This design comes from an exercise in tuning for small area, a short achievable clock period and few clock cycles on the open sky130 flow, not from production work.
Function was checked by simulation only, so behaviour that the tests miss may differ from the original.

Design FFT_TOP, start of the top module:
module FFT_TOP #(
    parameter N = 32,
    word_size = 16
) (
    input wire clk, reset, en,
    input wire input_valid, receiver_ready,
    input wire [word_size*2-1: 0] i_input_sample1, i_input_sample2,
    output wire output_valid,
    output wire [word_size*2-1: 0] o_output_sample1, o_output_sample2
);
Size: ~6800 cells after synthesis, ~1600 flip-flops, ~130 I/O pins, roughly 85000 um^2 of cells after synthesis.
Settings: LEC_CHECK=0, CAP_MARGIN=20, CORE_MARGIN=2, CORE_UTILIZATION=40, SLEW_MARGIN=20; clock period 10.0 ns.
standard.sh (not shown) runs the stock make flow with config.mk's settings and CLKGATE_MAP_FILE= SYNTH_SCRIPT=/design/flow/synth_recipe.tcl, a recipe that flattens the netlist after the stock synthesis.
==> flow/flow/run.sh <==
#!/bin/bash
# The standard layout, with timing repair aimed at a 4 ns period: the clock
# stays at the design's period, repair_timing is only told to keep a 6 ns
# setup margin, without gate cloning (clones overloaded some nets).
# Every step's output goes to its own log here.
set -e
export SETUP_SLACK_MARGIN=6.0
export SKIP_GATE_CLONING=1
bash standard.sh > standard.log 2>&1
The starting point went through all stages and came out clean.
Testbench counts at the start, summed over its fixed seeds: cycles 27,648.
Next try:
==> flow/flow/run.sh (replaced) <==
#!/bin/bash
# The standard layout, with timing repair aimed at a 3.6 ns period: the clock
# stays at the design's period, repair_timing is only told to keep a 6.4 ns
# setup margin, without gate cloning (clones overloaded some nets).
# Every step's output goes to its own log here.
set -e
export SETUP_SLACK_MARGIN=6.4
export SKIP_GATE_CLONING=1
bash standard.sh > standard.log 2>&1
What happened: Cell count rose by 0.78%; sequential share of layout area falls by 0.70 points; clock skew stays flat; routed wire length came out higher by about 4%; worst setup slack gains 0.25 ns.


FFT_TOP, a different RTL version from the one above (not shown whole).
Size in the first run: about 6,600 cells after synthesis, roughly 1,400 flip-flops, roughly 84,000 µm² of cells after synthesis.
// FFT_TOP
module FFT_TOP #(
    parameter N = 32,
    word_size = 16
) (
    input wire clk, reset, en,
    input wire input_valid, receiver_ready,
    input wire [word_size*2-1: 0] i_input_sample1, i_input_sample2,
    output wire output_valid,
    output wire [word_size*2-1: 0] o_output_sample1, o_output_sample2
);
localparam S_IN = 2'd0, S_COMP = 2'd1, S_OUT = 2'd2;
reg [1:0] state;
reg [3:0] in_cnt;
reg [6:0] q;             
reg [4:0] out_m;         
reg direct;              
reg [2:0] drain;
reg rr_r;
reg g_v, r_v, m_v;
reg g_sw, r_sw, m_sw;
reg [3:0] g_i0, g_i1;
reg [3:0] r_w0, r_w1, m_w0, m_w1;
reg g_l4, r_l4, m_l4;
reg [3:0] g_tw;
reg [3:0] g_p, r_p, m_p;
reg [31:0] bank0 [0:15];
reg [31:0] bank1 [0:15];
wire [2:0] s = q[6:4];
wire [3:0] p = q[3:0];
reg [4:0] a1, a2;
reg [3:0] tw_idx;
always @(*) begin
    case (s)
        3'd0: begin a1 = {p, 1'b0};               a2 = {p, 1'b1};               tw_idx = 4'd0; end
        3'd1: begin a1 = {p[2:0], 1'b0, p[3]};    a2 = {p[2:0], 1'b1, p[3]};    tw_idx = {p[3], 3'b0}; end
        3'd2: begin a1 = {p[1:0], 1'b0, p[3:2]};  a2 = {p[1:0], 1'b1, p[3:2]};  tw_idx = {p[3:2], 2'b0}; end
  ...
make LEC_CHECK=0 CAP_MARGIN=20 CORE_MARGIN=2 CORE_UTILIZATION=40 SLEW_MARGIN=20 finish   # period 10.0 ns
run.sh (not shown) runs the stock make flow with config.mk's settings and CLKGATE_MAP_FILE= SYNTH_SCRIPT=/design/flow/synth_recipe.tcl, a recipe that flattens the netlist after the stock synthesis.
Stock flow here: none of the scripts above is used.
Testbench counts at the start, summed over its fixed seeds: cycles 27,392.
Rerun with:
==> flow/flow/run.sh (new file) <==
#!/bin/bash
# The standard layout, with timing repair aimed at a 4 ns period: the clock
# stays at the design's period, repair_timing is only told to keep a 6 ns
# setup margin. Every step's output goes to its own log here.
set -e
export SETUP_SLACK_MARGIN=6.0
bash standard.sh > standard.log 2>&1
==> flow/standard.sh (new file) <==
#!/bin/bash
# synth_recipe.tcl (not shown) runs the flow's synth.tcl, then flattens the netlist and writes it again
# the make line also repeats each setting of config.mk as NAME=value (left out here)
make -C /OpenROAD-flow-scripts/flow DESIGN_CONFIG=/design/flow/config.mk WORK_HOME=/design/flow/orfs CLKGATE_MAP_FILE= SYNTH_SCRIPT=/design/flow/synth_recipe.tcl "${@:-finish}"
removed: flow/run.sh
The changed run finished with capacitance limit, slew limit left; first-iteration DRC count rose by about 8%; routed wire length rose by about 9%; synthesized cell count stays the same; global-route usage rose by 1.4 points.


== rev 12 ==
FFT_TOP, a different RTL version from the one above (not shown whole).
For scale: roughly 10000 cells after synthesis, ~2100 flip-flops.
export LEC_CHECK = 0
export CAP_MARGIN = 20
export CORE_MARGIN = 2
export CORE_UTILIZATION = 40
export SLEW_MARGIN = 20
create_clock -name core_clock -period 10.0 [get_ports {clk}]
standard.sh (not shown) runs the stock make flow with config.mk's settings and CLKGATE_MAP_FILE= SYNTH_SCRIPT=/design/flow/synth_recipe.tcl, a recipe that flattens the netlist after the stock synthesis.
==> flow/flow/run.sh <==
#!/bin/bash
# The standard layout, with timing repair aimed at a 3.6 ns period: the clock
# stays at the design's period, repair_timing is only told to keep a 6.4 ns
# setup margin, without gate cloning (clones overloaded some nets).
# Every step's output goes to its own log here.
set -e
export SETUP_SLACK_MARGIN=6.4
export SKIP_GATE_CLONING=1
bash standard.sh > standard.log 2>&1
Testbench counts of rev 12, summed over its fixed seeds: cycles 15,872.
The following lists how rev 13 was set up differently from rev 12:
# rev 12
export LEC_CHECK = 0
export CAP_MARGIN = 20
export CORE_MARGIN = 2
export CORE_UTILIZATION = 40
export SLEW_MARGIN = 20
create_clock -name core_clock -period 10.0 [get_ports {clk}]
# rev 13
export LEC_CHECK = 0
export CAP_MARGIN = 20
export CORE_MARGIN = 2
export CORE_UTILIZATION = 55
export SLEW_MARGIN = 20
create_clock -name core_clock -period 10.0 [get_ports {clk}]
--- outcome ---
Comparing rev 13 against rev 12, there is no change at all in number of hold-repair buffers added at the cts stage.
Die width, rev 13 vs rev 12: down by more than 10%
Looking only at wire length of the first global-routing pass, and setting everything else aside, the higher value of rev 12 and rev 13 goes to rev 12.
Rev 13 vs rev 12: number of clock buffers inserted by TritonCTS down by a few percent
Fraction of the core area covered by cells at the end of the flow: rev 12 and rev 13 compared, lower one is rev 12

what the ideal ports hide:
Ports are ideal in the flow. The routed layouts listed here were re-timed in OpenROAD. Step 1 assumes that a clkbuf_16 drives the clock port and a buf_2 every other input. Step 2 moves the port delays by t, midway between the first and last clock arrival at a register: inputs arrive t later, outputs are due t later. That takes back most of the time a late clock gives input paths. a / b / c = no drivers / after step 1 / after step 2; a / b = the first two.
| run | t, ns | slack for setup (ns) | worst setup path after step 2 | pins driven straight from the clock port |
|---|---|---|---|---|
| the first run of note 1 | 0.888 | 6.061 / 5.997 / 6.050 | input to register | 1 |
| the second run of note 1 | 0.892 | 6.310 / 6.310 / 6.006 | input to register | 1 |
| the first run of note 2 | 0.892 | 3.686 / 3.686 / 3.686 | register to register | 1 |
| the second run of note 2 | 0.888 | 5.471 / 5.471 / 5.471 | register to register | 1 |
| rev 12 | 0.981 | 5.954 / 5.954 / 5.649 | input to register | 1 |
| rev 13 | 0.982 | 6.058 / 6.058 / 5.517 | input to register | 1 |
The setup slack of rev 13, which loses most, moves by 0.000 ns with the drivers and by -0.541 ns with both steps.
